This is an optimization exercise on Yosys and OpenROAD, whose aim is small area, a short achievable clock period and few clock cycles, not a production implementation. Where RTL was checked, it was by simulation tests only, not by an equivalence proof against the original. Power and IR drop assume default switching activity.

Setup of 05-17:
==> flow/design.v (excerpt) <==
module mest_pro#(
    parameter OP_CODE_SIZE     = 4,
    parameter INSTRUCTION_SIZE = OP_CODE_SIZE + 8 + 8 + 8,
    parameter ROM_DEPTH = 65536
)(
    input clk,
    input i_reset_n,
    input i_start,
    output [$clog2(ROM_DEPTH)-1  :0] o_prog_counter,
    input [INSTRUCTION_SIZE-1    :0] i_instruction,
    output [8-1 :0] o_result,
    output o_valid_result,
    output o_carry,
    output o_zero_flag,
    output o_all_done
);
wire       issue;       
wire       run;         
wire       start;
wire [3:0] op   = i_instruction[27:24];
wire       is_jmp  = issue & (op == 4'd8);
wire       is_ret  = issue & (op == 4'd9);
wire       is_halt = issue & (op == 4'd15);
wire       x_s0, x_cin;
wire [7:0] x_a;
wire [7:1] x_bm;
wire [8:0] x_y;
wire       x_valid;
mest_pro_ctrlr u_ctrlr(
    .clk        (clk),
    .i_reset_n  (i_reset_n),
    .i_start    (i_start),
    .i_redirect (is_jmp | is_ret),
    .i_halt     (is_halt),
    .o_start    (start),
    .o_run      (run),
    .o_issue    (issue),
    .o_all_done (o_all_done)
);
mest_pro_fetch u_fetch(
    .clk            (clk),
    .i_reset_n      (i_reset_n),
    .i_run          (run),
    .i_start        (start),
    .i_halt         (is_halt),
    .i_jmp          (is_jmp),
    .i_ret          (is_ret),
    .i_const_K      (i_instruction[23:16]),
    .o_prog_counter (o_prog_counter)
);
mest_pro_decode u_decode(
    .clk        (clk),
    .i_reset_n  (i_reset_n),
    .i_issue    (issue),
    .i_instr    (i_instruction),
    .o_valid    (x_valid),
    .o_s0       (x_s0),
    .o_cin      (x_cin),
    .o_a        (x_a),
    .o_bm       (x_bm),
    .o_y        (x_y)
);
mest_pro_exec u_exec(
    .clk            (clk),
    .i_reset_n      (i_reset_n),
    .i_valid        (x_valid),
    .i_s0           (x_s0),
    .i_cin          (x_cin),
  ...
==> flow/config.mk <==
export PLATFORM = sky130hd
export DESIGN_NAME = mest_pro
export DESIGN_NICKNAME = mest_pro
export VERILOG_FILES = /design/flow/design.v
export SDC_FILE = /design/flow/constraint.sdc
export NUM_CORES = 4
export LEC_CHECK = 0
export ABC_AREA = 1
export CAP_MARGIN = 20
export CORE_MARGIN = 2
export CORE_UTILIZATION = 60
export CTS_BUF_LIST = sky130_fd_sc_hd__clkbuf_8
export SETUP_SLACK_MARGIN = 2.95
export SLEW_MARGIN = 20
==> flow/constraint.sdc <==
create_clock -name core_clock -period 5.0 [get_ports {clk}]
set_input_delay 1.0000 -clock core_clock [delete_from_list [all_inputs] [get_ports {clk}]]
set_output_delay 1.0000 -clock core_clock [all_outputs]
set_load 0.01 [all_outputs]
standard.sh (not shown) runs the stock make flow with config.mk's settings and CLKGATE_MAP_FILE= SYNTH_SCRIPT=/design/flow/synth_recipe.tcl, a recipe that flattens the netlist after the stock synthesis.
==> flow/flow/run.sh <==
#!/bin/bash
# Layout: the standard synthesis, then the standard ORFS steps with plain
# buffers (not delay cells) on the ports and free resizing.
set -euo pipefail
bash standard.sh synth > synth.log 2>&1
bash standard.sh BUFFER_PORTS_ARGS="-buffer_cell sky130_fd_sc_hd__buf_1" MATCH_CELL_FOOTPRINT=0 CTS_ARGS="-sink_clustering_enable -repair_clock_nets -buf_list sky130_fd_sc_hd__clkbuf_8 -dont_use_dummy_load" finish > layout.log 2>&1
Edits applied to the flow inputs when going from 05-17 to 06-16:
--- a/flow/config.mk
+++ b/flow/config.mk
@@ -9,5 +9,5 @@
 export CAP_MARGIN = 20
 export CORE_MARGIN = 2
-export CORE_UTILIZATION = 60
+export CORE_UTILIZATION = 55
 export CTS_BUF_LIST = sky130_fd_sc_hd__clkbuf_8
 export SETUP_SLACK_MARGIN = 2.95
==> results.txt <==
Going from 05-17 to 06-16, worst slew margin relative to its limit shows a reduction of 25 points; die area climbed 8.7%; clock-cell share of area about even; chip width climbed 4.2%. As far as fraction of the cycle the final worst path needs is concerned, 05-17 and 06-16 perform about the same. As far as worst-case setup margin in the final layout is concerned, 05-17 and 06-16 perform about the same. 06-16 has met3 routed wirelength below what 05-17 had. Count of fill cells added during filler insertion delta for 06-16 relative to 05-17: 12% higher.
No functional check of the RTL was part of any run of this note.

* * *

Another version of the RTL of mest_pro (not shown whole).
Size: ~530 cells after synthesis, roughly 93 flip-flops, about 59 I/O pins, about 4600 µm² of cells after synthesis.
==> flow/config.mk <==
export PLATFORM = sky130hd
export DESIGN_NAME = mest_pro
export DESIGN_NICKNAME = mest_pro
export VERILOG_FILES = /design/flow/design.v
export SDC_FILE = /design/flow/constraint.sdc
export NUM_CORES = 4
export LEC_CHECK = 0
export ABC_AREA = 1
export CAP_MARGIN = 20
export CORE_MARGIN = 2
export CORE_UTILIZATION = 50
export CTS_BUF_LIST = sky130_fd_sc_hd__clkbuf_8
export SETUP_SLACK_MARGIN = 2.95
export SLEW_MARGIN = 20
==> flow/constraint.sdc <==
create_clock -name core_clock -period 5.0 [get_ports {clk}]
set_input_delay 1.0000 -clock core_clock [delete_from_list [all_inputs] [get_ports {clk}]]
set_output_delay 1.0000 -clock core_clock [all_outputs]
set_load 0.01 [all_outputs]
Scripts as last shown in full above: flow/flow/run.sh
The first run went through all stages and came out clean.
Change:
Settings changed: CORE_UTILIZATION 50 to 60, SETUP_SLACK_MARGIN 2.95 to 3.0.
Result:
- The new run went through all stages and came out clean
- clock skew shrinks by 0.0072 ns
- routed wire length rises slightly
- sequential power barely changes
- power rose slightly
- utilization went up by 14 points
- maximum frequency shrinks slightly
Change:
Settings changed: CORE_UTILIZATION 60 to 50.
Power falls slightly.
Setup slack improves by 0.082 ns.
Routed wire length falls slightly.
Core utilization falls by 12 points.
Critical path depth rises by 3.
Cell count rises by a few percent.
Final area hardly moves.
Clock skew rises by 0.014 ns.
Clock power stays flat.
Change:
Settings changed: CORE_UTILIZATION 50 to 45, SETUP_SLACK_MARGIN 3.0 to 2.97.
After rerunning:
- die area climbs by 11%
- wire length goes down by about 1.1%
- utilization went down by 6.9 points
- via count drops by 1.0%
- power fell by about 0.7%
- non-clock buffer count drops by 8
- worst setup slack gains 0.0097 ns
No functional check of the RTL was part of any run of this note.

* * *

mest_pro, a different RTL version from the one above (not shown whole).
Size in the first run: roughly 590 cells after synthesis, roughly 94 flip-flops.
export LEC_CHECK = 0
export ABC_AREA = 1
export CAP_MARGIN = 20
export CORE_MARGIN = 2
export CORE_UTILIZATION = 60
export CTS_BUF_LIST = sky130_fd_sc_hd__clkbuf_8
export SETUP_SLACK_MARGIN = 3.0
export SLEW_MARGIN = 20
create_clock -name core_clock -period 5.0 [get_ports {clk}]
==> flow/flow/run.sh <==
#!/bin/bash
# Layout: the standard synthesis, then the standard ORFS steps with plain
# buffers (not delay cells) on the ports and free resizing.
set -euo pipefail
bash standard.sh synth > synth.log 2>&1
bash standard.sh BUFFER_PORTS_ARGS="-buffer_cell sky130_fd_sc_hd__buf_1" MATCH_CELL_FOOTPRINT=0 finish > layout.log 2>&1
Rerun with:
SETUP_SLACK_MARGIN = 2.9   (was 3.0)
Die area stays the same; sequential share of layout area is higher by 0.71 points; hold slack gets better by 0.0043 ns; cell area shrinks by 3.2%; sequential cell count stays the same; clock power went down by 17%; register-to-register slack degrades by 0.06 ns; synthesized area is unchanged; non-clock buffer count went down by 11; wire length went up by 2.7%; sequential power increases by about 0.5%.
Rerun with:
SETUP_SLACK_MARGIN = 2.85   (was 2.9)
After rerunning: Sequential share of layout area stays flat. Non-clock buffer count is unchanged. Critical path depth climbs by 5.
Rerun with:
SETUP_SLACK_MARGIN = 2.95   (was 2.85)
Outcome: Die area stays the same; area after synthesis does not change; count of clock-buffer cells in the layout is unchanged; maximum frequency came out higher by about 4.3%; setup slack gains 0.086 ns; first-iteration DRC count drops by about 16%; sequential power hardly moves.
Function was not checked in any run of this note: the RTL went through the layout flow alone.

* * *

Another version of the RTL of mest_pro (not shown whole).
Size: about 96 flip-flops.
## mest_pro
module mest_pro#(
    parameter OP_CODE_SIZE     = 4,
    parameter INSTRUCTION_SIZE = OP_CODE_SIZE + 8 + 8 + 8,
    parameter ROM_DEPTH = 65536
)(
    input clk,
    input i_reset_n,
    input i_start,
    output [$clog2(ROM_DEPTH)-1  :0] o_prog_counter,
    input [INSTRUCTION_SIZE-1    :0] i_instruction,
    output [8-1 :0] o_result,
    output o_valid_result,
    output o_carry,
    output o_zero_flag,
    output o_all_done
);
clock: 5.0 ns
lec_check: 0
cap_margin: 20
core_margin: 2
core_utilization: 60
cts_buf_list: sky130_fd_sc_hd__clkbuf_8
setup_slack_margin: 2.9
slew_margin: 20
run.sh (not shown) runs the stock make flow with config.mk's settings and CLKGATE_MAP_FILE= SYNTH_SCRIPT=/design/flow/synth_recipe.tcl, a recipe that flattens the netlist after the stock synthesis.
Stock flow here: none of the scripts above is used.
Testbench counts at the start, summed over its fixed seeds: cycles 7,274.
Edit:
==> flow/flow/run.sh (new file) <==
#!/bin/bash
# Layout: the standard synthesis, then the standard ORFS steps with plain
# buffers (not delay cells) on the ports and free resizing.
set -euo pipefail
bash standard.sh synth > synth.log 2>&1
bash standard.sh BUFFER_PORTS_ARGS="-buffer_cell sky130_fd_sc_hd__buf_1" MATCH_CELL_FOOTPRINT=0 finish > layout.log 2>&1
==> flow/standard.sh (new file) <==
#!/bin/bash
# synth_recipe.tcl (not shown) runs the flow's synth.tcl, then flattens the netlist and writes it again
# the make line also repeats each setting of config.mk as NAME=value (left out here)
make -C /OpenROAD-flow-scripts/flow DESIGN_CONFIG=/design/flow/config.mk WORK_HOME=/design/flow/orfs CLKGATE_MAP_FILE= SYNTH_SCRIPT=/design/flow/synth_recipe.tcl "${@:-finish}"
Settings changed: ABC_AREA from default to 1.
removed: flow/run.sh
What happened: The new run ran to the end with no violations; final cell count is higher by about a fifth; design area is lower by a little under a tenth; total power is lower by a few percent; wire length is lower slightly; global-route usage is lower by 1.7 points; clock-buffer cell count is lower by 1; synthesized area is higher slightly; synthesized cell count is higher by a quarter to a third; combinational power is lower by about a fifth.
Edit:
==> flow/flow/run.sh (replaced) <==
#!/bin/bash
# Layout: the standard synthesis, then the standard ORFS steps with plain
# buffers (not delay cells) on the ports and free resizing.
set -euo pipefail
bash standard.sh synth > synth.log 2>&1
bash standard.sh BUFFER_PORTS_ARGS="-buffer_cell sky130_fd_sc_hd__buf_2" MATCH_CELL_FOOTPRINT=0 finish > layout.log 2>&1
Settings changed: ABC_AREA 1 to default.
The changed run finished clean.
Hold slack gets worse by 0.048 ns.
Setup slack gets worse by 0.016 ns.
Power goes down by 1.1%.
Cell area came out higher by 0.87%.
Flip-flop and latch count does not change.
Edit:
==> flow/flow/run.sh (replaced) <==
#!/bin/bash
# Layout: the standard synthesis, then the standard ORFS steps with plain
# buffers (not delay cells) on the ports and free resizing.
set -euo pipefail
bash standard.sh synth > synth.log 2>&1
bash standard.sh BUFFER_PORTS_ARGS="-buffer_cell sky130_fd_sc_hd__buf_1" MATCH_CELL_FOOTPRINT=0 finish > layout.log 2>&1
Settings changed: SETUP_SLACK_MARGIN 2.9 to 3.1.
Area after synthesis stays the same.
Sequential share of layout area shrinks by 3.5 points.
Register-to-register slack gets better by 0.06 ns.
Hold slack gets better by 0.021 ns.
Global-route usage grows by 1.0 points.
Utilization grows by 7.9 points.
Wire length grows by 5.1%.
Worst setup slack gets better by 0.058 ns.
Design area grows by 11%.
Combinational power grows by 33%.
Edit:
Settings changed: SETUP_SLACK_MARGIN 3.1 to 2.9.
Maximum frequency drops slightly.
Wire length drops by a little under a tenth.
Sequential share of layout area climbs by 3.6 points.
Register-to-register slack gets worse by 0.03 ns.
Area after synthesis is unchanged.
Global-route usage drops by 1.1 points.
Die area does not change.
Power drops slightly.
Setup slack gets worse by 0.026 ns.
Edit:
Settings changed: SETUP_SLACK_MARGIN 2.9 to 3.0.
What happened:
- setup slack gets better by 0.0082 ns
- maximum frequency climbs by about 0.4%
- count of clock-buffer cells in the layout goes up by 1
- via count is higher by 5.7%

* * *

## run A
mest_pro, a different RTL version from the one above (not shown whole).
Size in the first run: ~93 flip-flops, about 59 I/O pins, about 0.0045 sq mm of cells after synthesis.
// mest_pro
module mest_pro#(
    parameter OP_CODE_SIZE     = 4,
    parameter INSTRUCTION_SIZE = OP_CODE_SIZE + 8 + 8 + 8,
    parameter ROM_DEPTH = 65536
)(
    input clk,
    input i_reset_n,
    input i_start,
    output [$clog2(ROM_DEPTH)-1  :0] o_prog_counter,
    input [INSTRUCTION_SIZE-1    :0] i_instruction,
    output [8-1 :0] o_result,
    output o_valid_result,
    output o_carry,
    output o_zero_flag,
    output o_all_done
);
clock: 5.0 ns
lec_check: 0
abc_area: 1
cap_margin: 20
core_margin: 2
core_utilization: 60
cts_buf_list: sky130_fd_sc_hd__clkbuf_8
setup_slack_margin: 2.95
slew_margin: 20
standard.sh (not shown) runs the stock make flow with config.mk's settings and CLKGATE_MAP_FILE= SYNTH_SCRIPT=/design/flow/synth_recipe.tcl, a recipe that flattens the netlist after the stock synthesis.
==> flow/flow/run.sh <==
#!/bin/bash
# Layout: the standard synthesis, then the standard ORFS steps with plain
# buffers (not delay cells) on the ports and free resizing.
set -euo pipefail
bash standard.sh synth > synth.log 2>&1
bash standard.sh BUFFER_PORTS_ARGS="-buffer_cell sky130_fd_sc_hd__buf_1" MATCH_CELL_FOOTPRINT=0 CTS_ARGS="-sink_clustering_enable -repair_clock_nets -buf_list sky130_fd_sc_hd__clkbuf_4 sky130_fd_sc_hd__clkbuf_8 -dont_use_dummy_load" finish > layout.log 2>&1
Run A: aborted in 4_1_cts (tool error)
Testbench counts of run A, summed over its fixed seeds: cycles 7,274.
> inputs changed (run A -> run B)
- swapping 60 for 55 in CORE_UTILIZATION
==> flow/flow/run.sh <==
#!/bin/bash
# Layout: the standard synthesis, then the standard ORFS steps with plain
# buffers (not delay cells) on the ports and free resizing.
set -euo pipefail
bash standard.sh synth > synth.log 2>&1
bash standard.sh BUFFER_PORTS_ARGS="-buffer_cell sky130_fd_sc_hd__buf_1" MATCH_CELL_FOOTPRINT=0 CTS_ARGS="-sink_clustering_enable -repair_clock_nets -buf_list sky130_fd_sc_hd__clkbuf_8 -dont_use_dummy_load" finish > layout.log 2>&1
Findings:
- [compare] base=run A new=run B: post-synthesis sequential area ratio did not really move; total placed cells including tap cells went up; total number of placement rows went up; final weighted congestion in routability-driven placement went up.
- The final layout from run B, which completed every stage, passed the timing, design-rule and antenna checks at the end of the flow.
- In run B relative to run A, floorplan die height had gone up by a few percent.
What run C does differently from run B at the input level:
- changing CORE_UTILIZATION from 55 to 60
- changing SETUP_SLACK_MARGIN from 2.95 to 3.0
Findings:
- Post-route cell area is higher on run C
- As of run C, global-route wire length before repair had risen by a few percent compared to run B.
- Run C: leakage power figure 0.010 nW above run B
- Diff run B -> run C | clock skew | increase of 0.0039 ns
- Run B and run C ended up with roughly the same routed wire length on met2.
Input-level comparison between run D and run C:
- a change of CORE_UTILIZATION from 60 to 50
- a change of SETUP_SLACK_MARGIN from 3.0 to 2.95
==> results.txt <==
Compared with run C, run D shows a lower area growth from synthesis to layout.
Between run C and run D, the number of rows created at floorplan is higher for run D.
On power of the sequential group, run D tracks run C almost exactly.
Against run C, run D comes in 0.0032 ns higher on worst hold margin.
Relative to run C, number of nets at the end of the flow has decreased by 2 in run D.
From run C to run D the numbers moved as follows: cell count picked up an extra about 1%; non-clock buffer instance count of the final layout lost 2; final total power neither gained nor lost much; post-placement worst setup slack picked up an extra 0.011 ns; final critical-path required period picked up an extra 0.029 ns.
Changes in run E relative to run D:
- changing CORE_UTILIZATION from 50 to 60
Notes after the runs:
Run E finished every stage and its layout cleared the timing, design-rule and antenna checks.
Worst setup timing slack at the placement stage sits lower in run E than in run D.
Taking run D as the reference point, the share of the final layout cell area in multi-input gates of run E rises by 0.17 points.
Measured against each other, run E and run D differ in final critical-path required period, the lower figure coming from run E.
Looking at global-route usage, run E sits 4.2 points higher than run D does.
Post-CTS resize count (higher): run E
Delta (run E minus run D): post-route core utilization now sits higher, final area now sits at about the same level, power consumed by sequential cells now sits at about the same level.

==> static timing again, ports no longer ideal <==
Ports are ideal in the flow. The routed layouts listed here were re-timed in OpenROAD.
Step 1 (the two cells are an assumption about what drives the block):
set clk [get_ports {clk}]
set_driving_cell -lib_cell sky130_fd_sc_hd__clkbuf_16 $clk
set_driving_cell -lib_cell sky130_fd_sc_hd__buf_2 [delete_from_list [all_inputs] $clk]
Step 2 also shifts input and output timing later by t, the mid clock arrival at the registers, as if the neighbouring blocks saw the same clock.
Slacks: ideal ports / drivers / drivers and shift; pairs: ideal ports / drivers.
| run | t, ns | setup slack, ns | clock arrival spread, ns | pins driven straight from the clock port |
|---|---|---|---|---|
| 05-17 | 0.378 | 2.840 / 2.840 / 2.668 | 0.025 / 0.025 | 1 |
| 06-16 | 0.383 | 2.840 / 2.840 / 2.767 | 0.033 / 0.033 | 1 |
| the first run of note 2 | 0.367 | 2.997 / 2.997 / 2.653 | 0.034 / 0.034 | 1 |
| the second run of note 2 | 0.368 | 2.957 / 2.957 / 2.637 | 0.022 / 0.023 | 1 |
| the third run of note 2 | 0.373 | 3.040 / 3.024 / 2.710 | 0.041 / 0.040 | 1 |
| the fourth run of note 2 | 0.360 | 3.049 / 3.045 / 2.698 | 0.031 / 0.031 | 1 |
| the first run of note 3 | 0.384 | 2.993 / 3.001 / 2.617 | 0.019 / 0.019 | 1 |
| the second run of note 3 | 0.394 | 2.979 / 2.947 / 2.637 | 0.014 / 0.014 | 1 |
| the third run of note 3 | 0.391 | 2.920 / 2.932 / 2.541 | 0.015 / 0.014 | 1 |
| the fourth run of note 3 | 0.393 | 3.007 / 2.975 / 2.714 | 0.016 / 0.015 | 1 |
| the first run of note 4 | 0.388 | 2.834 / 2.834 / 2.558 | 0.018 / 0.018 | 1 |
| the second run of note 4 | 0.387 | 2.845 / 2.845 / 2.603 | 0.026 / 0.026 | 1 |
| the third run of note 4 | 0.377 | 2.828 / 2.828 / 2.625 | 0.015 / 0.016 | 1 |
| the fourth run of note 4 | 0.388 | 2.887 / 2.887 / 2.667 | 0.018 / 0.018 | 1 |
| the fifth run of note 4 | 0.377 | 2.860 / 2.860 / 2.635 | 0.018 / 0.018 | 1 |
| the sixth run of note 4 | 0.382 | 2.869 / 2.869 / 2.609 | 0.016 / 0.015 | 1 |
| run B | 0.363 | 3.019 / 3.019 / 2.723 | 0.027 / 0.027 | 1 |
| run C | 0.366 | 3.037 / 3.033 / 2.733 | 0.032 / 0.032 | 1 |
| run D | 0.372 | 3.008 / 3.008 / 2.705 | 0.037 / 0.038 | 1 |
| run E | 0.368 | 3.025 / 3.024 / 2.722 | 0.027 / 0.026 | 1 |
After both steps setup and hold are still met in every run listed. For the third run of note 3, which loses most, drivers alone change the setup slack by +0.012 ns; drivers and shift together by -0.379 ns.
